From an optimization exercise on the open Yosys and OpenROAD flow, aimed at small area, a short achievable clock period and few clock cycles; shortcuts taken in it are not production practice. At most, simulation tests tie the RTL to the original design; equivalence was not proved.

run A:
## brv32p_muldiv
module brv32p_muldiv (
  input  logic        clk,
  input  logic        rst_n,
  input  logic        start,
  input  logic        hold,        
  input  logic [2:0]  op,          
  input  logic [31:0] a,           
  input  logic [31:0] b,           
  output logic [31:0] result,
  output logic        busy,
  output logic        valid        
);
==> flow/config.mk <==
export PLATFORM = sky130hd
export DESIGN_NAME = brv32p_muldiv
export DESIGN_NICKNAME = brv32p_muldiv
export VERILOG_FILES = /design/flow/design.v
export SDC_FILE = /design/flow/constraint.sdc
export NUM_CORES = 8
export LEC_CHECK = 0
export CAP_MARGIN = 20
export CORE_MARGIN = 2
export CORE_UTILIZATION = 55
export PLACE_DENSITY = 0.7
export SETUP_SLACK_MARGIN = 2
export SLEW_MARGIN = 20
==> flow/constraint.sdc <==
create_clock -name core_clock -period 16.0 [get_ports {clk}]
set_input_delay 3.2000 -clock core_clock [delete_from_list [all_inputs] [get_ports {clk}]]
set_output_delay 3.2000 -clock core_clock [all_outputs]
set_load 0.01 [all_outputs]
standard.sh (not shown) runs the stock make flow with config.mk's settings and CLKGATE_MAP_FILE= SYNTH_SCRIPT=/design/flow/synth_recipe.tcl, a recipe that flattens the netlist after the stock synthesis.
==> flow/flow/run.sh <==
#!/bin/bash
# Own flow: the standard layout, except that the synthesis maps the logic
# with an area-oriented ABC script (flow/abc_area.script) in place of ORFS's
# speed script. Everything else, registers included, is the standard synthesis:
# the same synth_recipe.tcl and ORFS synth.tcl, with only the abc call's script
# swapped. Timing is then repaired by the standard placement and CTS steps.
# Port buffers are buf_2 cells instead of ORFS's default pick.
set -euo pipefail
W=$(pwd)
FLOWDIR=$(cd "$(dirname "${BASH_SOURCE[0]}")" && pwd)

# ORFS synth.tcl with the abc script replaced
sed "s#log_cmd abc {\*}\$abc_args#log_cmd abc {*}[lreplace \$abc_args 0 1 -script $FLOWDIR/abc_area.script]#" \
  "$FLOW_HOME/scripts/synth.tcl" > "$W/own_synth_body.tcl"
grep -q "abc_area.script" "$W/own_synth_body.tcl"
sed "s#source \$::env(SCRIPTS_DIR)/synth.tcl#source $W/own_synth_body.tcl#" \
  "$W/synth_recipe.tcl" > "$W/own_synth.tcl"
grep -q "own_synth_body.tcl" "$W/own_synth.tcl"

# standard.sh with the synthesis script swapped, for the synthesis step only
sed "s#SYNTH_SCRIPT=[^ ]*#SYNTH_SCRIPT=$W/own_synth.tcl#" "$W/standard.sh" > "$W/own_standard.sh"
grep -q "own_synth.tcl" "$W/own_standard.sh"
# standard.sh whose port buffers are buf_2 cells (ORFS's default pick is a
# delay cell); every port still gets its buffer
sed "s#CLKGATE_MAP_FILE= #CLKGATE_MAP_FILE= BUFFER_PORTS_ARGS=-buffer_cell\\\\ sky130_fd_sc_hd__buf_2 #" "$W/standard.sh" > "$W/own_finish.sh"
grep -q "BUFFER_PORTS_ARGS" "$W/own_finish.sh"

bash "$W/own_standard.sh" synth > "$W/synth_make.log" 2>&1
bash "$W/own_finish.sh" finish > "$W/finish_make.log" 2>&1
test -f "$W/out/final.def"
==> flow/flow/abc_area.script <==
&get -n
&st
&dch
&nf -D 11000
&put
topo
stime -c
[inputs] run B vs run A
diff --git a/flow/config.mk b/flow/config.mk
--- a/flow/config.mk
+++ b/flow/config.mk
@@ -10,3 +10,3 @@
-export CORE_UTILIZATION = 55
-export PLACE_DENSITY = 0.7
-export SETUP_SLACK_MARGIN = 2
+export CORE_UTILIZATION = 45
+export PLACE_DENSITY = 0.6
+export SETUP_SLACK_MARGIN = 1.5
## What came out
- The higher final worst-path cycle share came out of run B.
- When run B is set beside run A, its post-detailed-routing wire length turns out to be 2.1% larger.
- Compared with run A, in run B global routing usage on met1 shows a reduction of 6.9 points; final RePlAce weighted congestion neither gained nor lost much; number of cells on the worst reg-to-reg path now smaller.
- Of run B and run A, the higher routed length on met2 belongs to run B.
- Core area: run B vs run A up 23%
- The worst-case hold slack was comparable across run B and run A.
> inputs changed (run B -> run C)
diff --git a/flow/config.mk b/flow/config.mk
--- a/flow/config.mk
+++ b/flow/config.mk
@@ -10,3 +10,3 @@
-export CORE_UTILIZATION = 45
-export PLACE_DENSITY = 0.6
-export SETUP_SLACK_MARGIN = 1.5
+export CORE_UTILIZATION = 60
+export PLACE_DENSITY = 0.75
+export SETUP_SLACK_MARGIN = 2
### Flow results
Looking only at register-to-register path setup slack, and setting everything else aside, the higher value of run C and run B goes to run C. In the reports for run C and run B, the larger detailed-route vias per instance belongs to run C. STATUS wire length of the first global-routing pass: run C wins against run B. Compared with run B, run C shows a higher fraction of final layout cells with drive strength greater than 1.
Setup changes, run C to run D
diff --git a/flow/config.mk b/flow/config.mk
--- a/flow/config.mk
+++ b/flow/config.mk
@@ -10,2 +10,2 @@
-export CORE_UTILIZATION = 60
-export PLACE_DENSITY = 0.75
+export CORE_UTILIZATION = 45
+export PLACE_DENSITY = 0.6
==> notes.md <==
- Run D completed end to end with timing, DRC and antenna clean.
- Data arrival time at the worst-slack endpoint ended up 0.06 ns lower on run D than on run C.
- In terms of worst-skew pair later-pin latency, run C and run D differ only marginally.
- Looking at launching element of the worst setup path, the b[15] result is from run D; the a[25] one comes from run C.
- Comparing run C and run D, the lower via count of the first global-routing pass was measured on run D.
- Delta (run D minus run C): normalized max-slew margin grew by 0.21 points; critical path depth grew by 2; antenna diode count held steady; count of clock-net buffers in the final layout grew by 1.
- The average routed wire per standard cell in run D was lower than what run C gave.
- In the flow results for run C and run D, the maximum fanout encountered on the critical timing path is larger on run C.
No run of this note included a check of the RTL's function; only the layout flow was run.

========
Another version of the RTL of brv32p_muldiv (not shown whole).
For scale: about 4100 cells after synthesis.
==> flow/config.mk <==
export PLATFORM = sky130hd
export DESIGN_NAME = brv32p_muldiv
export DESIGN_NICKNAME = brv32p_muldiv
export VERILOG_FILES = /design/flow/design.v
export SDC_FILE = /design/flow/constraint.sdc
export NUM_CORES = 8
export LEC_CHECK = 0
export CAP_MARGIN = 20
export CORE_MARGIN = 2
export CORE_UTILIZATION = 55
export GPL_ROUTABILITY_DRIVEN = 0
export PLACE_DENSITY = 0.7
export SETUP_SLACK_MARGIN = 2
export SLEW_MARGIN = 20
==> flow/constraint.sdc <==
create_clock -name core_clock -period 16.0 [get_ports {clk}]
set_input_delay 3.2000 -clock core_clock [delete_from_list [all_inputs] [get_ports {clk}]]
set_output_delay 3.2000 -clock core_clock [all_outputs]
set_load 0.01 [all_outputs]
==> flow/flow/run.sh <==
#!/bin/bash
# Own flow: the standard layout, except that the synthesis maps the logic
# with an area-oriented ABC script (flow/abc_area.script) in place of ORFS's
# speed script. Everything else, registers included, is the standard synthesis:
# the same synth_recipe.tcl and ORFS synth.tcl, with only the abc call's script
# swapped and synth's fine stage run without its generic abc pass. Timing is
# then repaired by the standard placement and CTS steps.
# Port buffers are buf_2 cells instead of ORFS's default pick.
set -euo pipefail
W=$(pwd)
FLOWDIR=$(cd "$(dirname "${BASH_SOURCE[0]}")" && pwd)

# ORFS synth.tcl with the abc script replaced
sed "s#log_cmd abc {\*}\$abc_args#log_cmd abc {*}[lreplace \$abc_args 0 1 -script $FLOWDIR/abc_area.script]#" \
  "$FLOW_HOME/scripts/synth.tcl" > "$W/own_synth_body.tcl"
grep -q "abc_area.script" "$W/own_synth_body.tcl"
# no generic abc pass inside synth's fine stage: extract_fa then finds the
# design's adders in their own polarity, without inverters between them
sed -i "s#synth -top \$::env(DESIGN_NAME) -run fine: {\*}\$synth_full_args#synth -top \$::env(DESIGN_NAME) -run fine: -noabc {*}\$synth_full_args#" "$W/own_synth_body.tcl"
grep -q "run fine: -noabc" "$W/own_synth_body.tcl"
sed "s#source \$::env(SCRIPTS_DIR)/synth.tcl#source $W/own_synth_body.tcl#" \
  "$W/synth_recipe.tcl" > "$W/own_synth.tcl"
grep -q "own_synth_body.tcl" "$W/own_synth.tcl"

# standard.sh with the synthesis script swapped, for the synthesis step only
sed "s#SYNTH_SCRIPT=[^ ]*#SYNTH_SCRIPT=$W/own_synth.tcl#" "$W/standard.sh" > "$W/own_standard.sh"
grep -q "own_synth.tcl" "$W/own_standard.sh"
# standard.sh whose port buffers are buf_2 cells (ORFS's default pick is a
# delay cell); every port still gets its buffer
sed "s#CLKGATE_MAP_FILE= #CLKGATE_MAP_FILE= BUFFER_PORTS_ARGS=-buffer_cell\\\\ sky130_fd_sc_hd__buf_2 #" "$W/standard.sh" > "$W/own_finish.sh"
grep -q "BUFFER_PORTS_ARGS" "$W/own_finish.sh"

bash "$W/own_standard.sh" synth > "$W/synth_make.log" 2>&1
bash "$W/own_finish.sh" finish > "$W/finish_make.log" 2>&1
test -f "$W/out/final.def"
Scripts as last shown in full above: flow/flow/abc_area.script
The first run ran to the end with no violations.
Testbench counts at the start, summed over its fixed seeds: cycles 17,273.
Then changed:
==> flow/flow/abc_area.script (replaced) <==
&get -n
&st
&dch
&nf
&st
&dch
&nf
&put
topo
stime -c
--- a/flow/config.mk
+++ b/flow/config.mk
@@ -11 +10,0 @@
-export GPL_ROUTABILITY_DRIVEN = 0
What happened:
- The changed run went through all stages and came out clean
- cell count fell by 1.1%
- die area came out lower by 0.53%
- critical path depth climbs by 1
- clock skew hardly moves
- design area rose by 0.88%
- wire length is higher by 5.1%
- worst setup slack gets worse by 0.15 ns
- global-route usage rose by 2.1 points
Then changed:
==> flow/flow/abc_area.script (replaced) <==
&get -n
&st
&dch
&nf -R 1000
&put
topo
stime -c
Cell area is about the same.
Sequential share of layout area is about the same.
Non-clock buffer count increases by 37.

========
RTL: one of the versions met above, not the one the previous note started from.
For scale: about 4800 cells after synthesis, ~110 I/O pins.
clock: 16.0 ns
lec_check: 0
cap_margin: 20
core_margin: 2
core_utilization: 50
place_density: 0.65
setup_slack_margin: 2
slew_margin: 20
==> flow/flow/run.sh <==
#!/bin/bash
# Own flow: the standard layout, except that the synthesis maps the logic
# with an area-oriented ABC script (flow/abc_area.script) in place of ORFS's
# speed script. Everything else, registers included, is the standard synthesis:
# the same synth_recipe.tcl and ORFS synth.tcl, with only the abc call's script
# swapped. Timing is then repaired by the standard placement and CTS steps.
# Port buffers are buf_2 cells instead of ORFS's default pick.
set -euo pipefail
W=$(pwd)
FLOWDIR=$(cd "$(dirname "${BASH_SOURCE[0]}")" && pwd)

# ORFS synth.tcl with the abc script replaced
sed "s#log_cmd abc {\*}\$abc_args#log_cmd abc {*}[lreplace \$abc_args 0 1 -script $FLOWDIR/abc_area.script]#" \
  "$FLOW_HOME/scripts/synth.tcl" > "$W/own_synth_body.tcl"
grep -q "abc_area.script" "$W/own_synth_body.tcl"
sed "s#source \$::env(SCRIPTS_DIR)/synth.tcl#source $W/own_synth_body.tcl#" \
  "$W/synth_recipe.tcl" > "$W/own_synth.tcl"
grep -q "own_synth_body.tcl" "$W/own_synth.tcl"

# standard.sh with the synthesis script swapped, for the synthesis step only
sed "s#SYNTH_SCRIPT=[^ ]*#SYNTH_SCRIPT=$W/own_synth.tcl#" "$W/standard.sh" > "$W/own_standard.sh"
grep -q "own_synth.tcl" "$W/own_standard.sh"
# standard.sh whose port buffers are buf_2 cells (ORFS's default pick is a
# delay cell); every port still gets its buffer
sed "s#CLKGATE_MAP_FILE= #CLKGATE_MAP_FILE= BUFFER_PORTS_ARGS=-buffer_cell\\\\ sky130_fd_sc_hd__buf_2 #" "$W/standard.sh" > "$W/own_finish.sh"
grep -q "BUFFER_PORTS_ARGS" "$W/own_finish.sh"

bash "$W/own_standard.sh" synth > "$W/synth_make.log" 2>&1
bash "$W/own_finish.sh" finish > "$W/finish_make.log" 2>&1
test -f "$W/out/final.def"
==> flow/flow/abc_area.script <==
&get -n
&st
&dch
&nf -D 11000
&put
topo
stime -c
Change:
CORE_UTILIZATION = 55   (was 50)
PLACE_DENSITY = 0.85   (was 0.65)
Effect: The changed run went through all stages and came out clean. Hold slack got worse by 5.0 ps. Critical path depth is lower by 2. First-iteration DRC count increases by a quarter to a third. Non-clock buffer count went down by 4. Wire length went down by a few percent. Clock-buffer cell count rises by 2. Fmax fell slightly. Setup slack got worse by 45 ps. Final cell count went down slightly.
Change:
==> flow/flow/abc_area.script (replaced) <==
&get -n
&st
&dch
&nf
&st
&dch
&nf
&put
topo
stime -c
CORE_UTILIZATION = 45   (was 55)
PLACE_DENSITY = 0.6   (was 0.85)
Worst setup slack gets worse by 4.3 ps; critical path depth is unchanged; clock-buffer cell count came out lower by 1; cell count came out higher by 5.3%; wire length came out higher by 13%; final area came out higher by about 1.7%; fmax hardly moves; clock skew came out higher by 11 ps; register-to-register slack gets better by 150 ps.
No functional check of the RTL was part of any run of this note.

-- what the ideal ports hide --
In the flow no input, the clock included, has a driving cell. The finished layouts below were timed again as built, in two steps. Step 1 (the two cells are an assumption about what drives the block):
set clk [get_ports {clk}]
set_driving_cell -lib_cell sky130_fd_sc_hd__clkbuf_16 $clk
set_driving_cell -lib_cell sky130_fd_sc_hd__buf_2 [delete_from_list [all_inputs] $clk]
Step 2, shift: input delay + t, output delay - t, t = (earliest + latest rising clock arrival at the registers) / 2. This alone moves slack from input paths to output paths. a / b / c = ideal / step 1 / step 2; a / b = the first two.
| run | t (ns) | setup slack, ns | hold slack, ns |
|---|---|---|---|
| run A | 0.435 | 2.069 / 2.021 / 2.021 | 0.488 / 0.488 / 0.488 |
| run B | 0.438 | 1.713 / 1.692 / 1.692 | 0.488 / 0.488 / 0.488 |
| run C | 0.433 | 2.064 / 2.041 / 2.041 | 0.490 / 0.490 / 0.490 |
| run D | 0.443 | 2.120 / 2.040 / 2.040 | 0.484 / 0.484 / 0.484 |
| the first run of note 2 | 0.434 | 2.087 / 2.063 / 2.063 | 0.458 / 0.458 / 0.458 |
| the second run of note 2 | 0.411 | 1.938 / 1.859 / 1.859 | 0.464 / 0.464 / 0.464 |
| the third run of note 2 | 0.430 | 2.088 / 2.039 / 2.039 | 0.452 / 0.452 / 0.452 |
| the first run of note 3 | 0.443 | 2.183 / 2.099 / 2.099 | 0.493 / 0.493 / 0.493 |
| the second run of note 3 | 0.423 | 2.138 / 2.120 / 2.120 | 0.488 / 0.488 / 0.488 |
| the third run of note 3 | 0.446 | 2.134 / 2.070 / 2.070 | 0.483 / 0.483 / 0.483 |
After both steps setup and hold are still met in every run listed. For the first run of note 3, which loses most, drivers alone change the setup slack by -0.084 ns; drivers and shift together by -0.084 ns.
